Source: an optimization exercise on an open RTL-to-GDS flow (aim: small area and a short achievable clock period). Production flows keep margins and buffers that such runs may drop.
Only simulation tests tie the RTL to the original design; equivalence was not proved.

Design fixed_point_alu, start of the top module:
module fixed_point_alu (
    input clk,
    input rst,
    input [1:0] op,
    input signed [15:0] a,
    input signed [15:0] b,
    output signed [23:0] out,
    output overflow
);
Size in the first run: about 3,200 cells after synthesis, roughly 48 flip-flops, ~0.022 sq mm of cells after synthesis.
export LEC_CHECK = 0
export ABC_AREA = 1
export CAP_MARGIN = 20
export CORE_MARGIN = 2
export CORE_UTILIZATION = 40
export SLEW_MARGIN = 20
create_clock -name core_clock -period 60.0 [get_ports {clk}]
standard.sh (not shown) runs the stock make flow with config.mk's settings and CLKGATE_MAP_FILE= SYNTH_SCRIPT=/design/flow/synth_recipe.tcl, a recipe that flattens the netlist after the stock synthesis.
==> flow/flow/run.sh <==
#!/bin/bash
# Standard layout, with timing repair asked for more setup slack than the
# clock needs, so that the critical paths get sized up.
export SETUP_SLACK_MARGIN=23
bash standard.sh > standard.log 2>&1
The first run completed with no timing, DRC or antenna violations.
==> next run, changes <==
--- a/flow/flow/run.sh
+++ b/flow/flow/run.sh
@@ -4 +4 @@
-export SETUP_SLACK_MARGIN=23
+export SETUP_SLACK_MARGIN=30
Global-route usage is higher by 3.1 points.
Setup slack is better by 2800 ps.
Synthesized area stays the same.
Sequential share of layout area is lower by 1.0 points.
Fmax is higher by 8.6%.
==> next run, changes <==
==> flow/flow/run.sh (replaced) <==
#!/bin/bash
# The standard layout (standard.sh), with timing repair asked for more setup
# slack than the clock needs, so that it sizes up the critical paths.
export SETUP_SLACK_MARGIN=23
export BUFFER_PORTS_ARGS="-buffer_cell sky130_fd_sc_hd__buf_2"
bash standard.sh > standard.log 2>&1
Outcome: Worst setup slack got worse by 2700 ps. Global-route usage goes down by 3.4 points. Wire length decreases by 18%. Clock-buffer cell count is unchanged. Synthesized cell count stays the same.
==> next run, changes <==
==> flow/flow/run.sh (replaced) <==
#!/bin/bash
# Standard layout, with timing repair asked for more setup slack than the
# clock needs, so that the critical paths get sized up.
export SETUP_SLACK_MARGIN=25
bash standard.sh > standard.log 2>&1
Non-clock buffer count grows by 94.
Fmax grows by about 4%.
Worst hold slack gains 370 ps.
Routed wire length grows by about 3%.
Synthesized area does not change.

---

## sierra
Another version of the RTL of fixed_point_alu (not shown whole).
Size: roughly 4100 cells after synthesis, about 50 flip-flops, roughly 61 I/O pins, roughly 24000 µm² of cells after synthesis.
// fixed_point_alu
module fixed_point_alu (
    input clk,
    input rst,
    input [1:0] op,
    input signed [15:0] a,
    input signed [15:0] b,
    output signed [23:0] out,
    output overflow
);
Settings: LEC_CHECK=0, ABC_AREA=1, CAP_MARGIN=20, CORE_MARGIN=2, CORE_UTILIZATION=40, PLACE_DENSITY=0.75, SLEW_MARGIN=20; clock period 60.0 ns.
==> flow/flow/run.sh <==
#!/bin/bash
# The standard layout (standard.sh), with timing repair asked for more setup
# slack than the clock needs, so that it sizes up the critical paths.
export SETUP_SLACK_MARGIN=32
export BUFFER_PORTS_ARGS="-buffer_cell sky130_fd_sc_hd__buf_2"
bash standard.sh > standard.log 2>&1
sierra was carried through to the last stage, and its layout satisfied the timing, DRC and antenna checks.
#### Input delta (amber over sierra)
- removing PLACE_DENSITY (formerly 0.75)
- changing CORE_UTILIZATION from 40 to 50
amber ended with every stage complete and zero timing, DRC or antenna violations. sierra completed; timing, DRC and antenna clean. Clock buffer and inverter area fraction after layout: sierra vs amber, no meaningful difference. sierra tops out at a higher clock frequency than amber. Peak per-stage delay on the critical path up 0.06 ns in amber wrt sierra. STATUS total length of routed wires: amber loses against sierra. On design area, amber tracks sierra almost exactly.
Changes in violet relative to amber:
- CORE_UTILIZATION: 50 -> 55
==> flow/flow/run.sh <==
#!/bin/bash
# The standard layout (standard.sh), with timing repair asked for more setup
# slack than the clock needs, so that it sizes up the critical paths.
export SETUP_SLACK_MARGIN=0
export BUFFER_PORTS_ARGS="-buffer_cell sky130_fd_sc_hd__buf_2"
bash standard.sh > standard.log 2>&1
[summary]
The first-pass GRT wire length reported for violet is greater than that of amber by 3.3%. Topmost layer with routed signal wires = met4: amber; topmost layer with routed signal wires = met5: violet. What violet reported for design area has to be multiplied by 1.06 to get the figure for amber. Of the two values seen for capture point of the critical path, out[8] was produced by violet and out[5] by amber.
diff inputs: violet => yarrow
- CORE_UTILIZATION changed from 55 to 40
==> flow/flow/run.sh <==
#!/bin/bash
# The standard layout (standard.sh), with timing repair asked for more setup
# slack than the clock needs, so that it sizes up the critical paths.
export SETUP_SLACK_MARGIN=34
export BUFFER_PORTS_ARGS="-buffer_cell sky130_fd_sc_hd__buf_2"
bash standard.sh > standard.log 2>&1
### Flow results
- Both conditions hold for yarrow: the flow ran to the end and the final layout passed the timing, DRC and antenna checks.
- Against violet, yarrow comes in 2.7 mm higher on wire length on met1.
- From violet to yarrow the numbers moved as follows: cell area after layout grew by 6400 µm², minimum clock period after layout shrank by 3.95 ns, number of buffers added for setup after CTS grew by 40, count of standard-cell rows grew by 13.
- | routed via count | lower: violet |
- Critical path depth: yarrow vs violet up about 1.9%
- Taking yarrow as 1.0, violet lands at 0.933 on wire length.
- Compare violet and yarrow | maximum achievable frequency higher: yarrow
The following lists how indigo was set up differently from yarrow:
==> flow/flow/run.sh <==
#!/bin/bash
# The standard layout (standard.sh), with timing repair asked for more setup
# slack than the clock needs, so that it sizes up the critical paths.
export SETUP_SLACK_MARGIN=0
export BUFFER_PORTS_ARGS="-buffer_cell sky130_fd_sc_hd__buf_2"
bash standard.sh > standard.log 2>&1
Notes after the runs:
The critical path endpoint comes out out[11] in one run and out[15] in the other, namely in yarrow and indigo respectively. Worst setup slack: indigo worse than yarrow. Clock network area share: indigo vs yarrow, no meaningful difference. [indigo] headroom to the max-slew limit rose 3.4 points relative to yarrow. indigo ends up with lower relative area change from synthesis to final layout than yarrow does. Status | yarrow and indigo | clean. Per the comparison of indigo with yarrow, wire length of the first global-routing pass fell about 4%, maximum frequency lower.
[inputs] garnet vs indigo
==> flow/flow/run.sh <==
#!/bin/bash
# The standard layout (standard.sh), with timing repair asked for more setup
# slack than the clock needs, so that it sizes up the critical paths.
export SETUP_SLACK_MARGIN=33
export BUFFER_PORTS_ARGS="-buffer_cell sky130_fd_sc_hd__buf_2"
export SETUP_MOVE_SEQUENCE=unbuffer,sizeup,swap
bash standard.sh > standard.log 2>&1
Results
Compared to indigo, garnet has synthesis-to-layout area growth 13 points higher. indigo reports its start point of the critical path as e_r[2] while garnet reports n_r. [compare] base=indigo new=garnet: sequential share of layout area fell 0.49 points; clock net sink count about even; violation count after the first detailed-route iteration fell 85. Looking at final period utilization, garnet sits below indigo.

---

## P
Starting RTL as in the previous note.
clock: 60.0 ns
lec_check: 0
abc_area: 1
cap_margin: 20
core_margin: 2
core_utilization: 40
gpl_routability_driven: 0
slew_margin: 20
==> flow/flow/run.sh <==
#!/bin/bash
# The standard layout (standard.sh), with timing repair asked for more setup
# slack than the clock needs, so that it sizes up the critical paths.
export SETUP_SLACK_MARGIN=32
export BUFFER_PORTS_ARGS="-buffer_cell sky130_fd_sc_hd__buf_2"
bash standard.sh > standard.log 2>&1
Setup changes, P to Q
==> flow/flow/run.sh <==
#!/bin/bash
# The standard layout (standard.sh), with timing repair asked for more setup
# slack than the clock needs, so that it sizes up the critical paths.
export SETUP_SLACK_MARGIN=31
export BUFFER_PORTS_ARGS="-buffer_cell sky130_fd_sc_hd__buf_2"
bash standard.sh > standard.log 2>&1
--- a/flow/config.mk
+++ b/flow/config.mk
@@ -10,4 +10,3 @@
 export CORE_MARGIN = 2
 export CORE_UTILIZATION = 40
-export GPL_ROUTABILITY_DRIVEN = 0
 export SLEW_MARGIN = 20
Results
- Core utilization: Q lower than P
- What P reported for number of signal-net buffers in the layout has to be multiplied by 0.70 to get the figure for Q.
- [compare] base=P new=Q: global-route wire length before repair went down by 1.1%, achievable frequency went down by 0.96 MHz, cell area went down by about 3%, sequential share of layout area was more or less identical.
Modified inputs, R compared to Q
==> flow/flow/run.sh <==
#!/bin/bash
# The standard layout (standard.sh), with timing repair asked for more setup
# slack than the clock needs, so that it sizes up the critical paths.
export SETUP_SLACK_MARGIN=33
export BUFFER_PORTS_ARGS="-buffer_cell sky130_fd_sc_hd__buf_2"
bash standard.sh > standard.log 2>&1
### Flow results
Every run in the comparison, Q and R, completed the flow with a clean layout. Number of clock buffers in the layout came out exactly the same in Q and R. Taking Q as the reference, in R multi-input combinational gate total now larger. Compared with Q, R improves fmax. ~same flip-flop and latch count in Q and R. Of Q and R, the lower total detailed-routing wirelength belongs to Q. Cell count sits higher in R than in Q. Post-layout worst setup margin: R vs Q up 1360 ps.
Edits applied to the flow inputs when going from R to S:
==> flow/flow/run.sh <==
#!/bin/bash
# The standard layout (standard.sh), with timing repair asked for more setup
# slack than the clock needs, so that it sizes up the critical paths.
export SETUP_SLACK_MARGIN=32
export BUFFER_PORTS_ARGS="-buffer_cell sky130_fd_sc_hd__buf_2"
export SETUP_MOVE_SEQUENCE=unbuffer,sizeup,swap
bash standard.sh > standard.log 2>&1
Notes after the runs:
S vs R, category of the critical setup timing path: flip-flop to output port vs primary input to flip-flop
Total via count after detailed routing came out lower on S than on R.
Worst hold slack: S < R

-- afterwards: timing with drivers on the ports --
In the flow no input, the clock included, has a driving cell. The finished layouts below were timed again as built, in two steps.
Step 1 sets driving cells, clkbuf_16 on the clock port and buf_2 on the other inputs (assumed; they add their load-dependent delay and slew).
Step 2 also shifts input and output timing later by t, the mid clock arrival at the registers, as if the neighbouring blocks saw the same clock.
Slacks: ideal / step 1 / step 2; pairs: ideal / step 1.
| run | t (ns) | slack for setup (ns) | worst slew at a driven data input, ns |
|---|---|---|---|
| the first run of note 1 | 0.329 | 24.846 / 24.807 / 24.884 | 0.04 |
| the second run of note 1 | 0.330 | 27.617 / 27.573 / 27.903 | 0.20 |
| the third run of note 1 | 0.325 | 24.941 / 24.899 / 24.983 | 0.05 |
| the fourth run of note 1 | 0.331 | 26.315 / 26.272 / 26.363 | 0.05 |
| sierra | 0.330 | 33.377 / 33.354 / 33.064 | 0.04 |
| amber | 0.349 | 33.206 / 33.164 / 33.102 | 0.04 |
| violet | 0.349 | 30.212 / 30.164 / 30.200 | 0.03 |
| yarrow | 0.336 | 34.162 / 34.120 / 33.881 | 0.07 |
| indigo | 0.341 | 31.326 / 31.281 / 31.169 | 0.04 |
| garnet | 0.341 | 33.164 / 33.120 / 33.009 | 0.05 |
| P | 0.335 | 33.392 / 33.415 / 33.080 | 0.04 |
| Q | 0.338 | 32.698 / 32.723 / 32.385 | 0.04 |
| R | 0.341 | 34.058 / 34.069 / 33.740 | 0.04 |
| S | 0.338 | 33.358 / 33.314 / 33.098 | 0.04 |
After both steps every run listed still meets setup and hold. The setup slack of R, which loses most, moves by +0.011 ns with the drivers and by -0.318 ns with both steps.
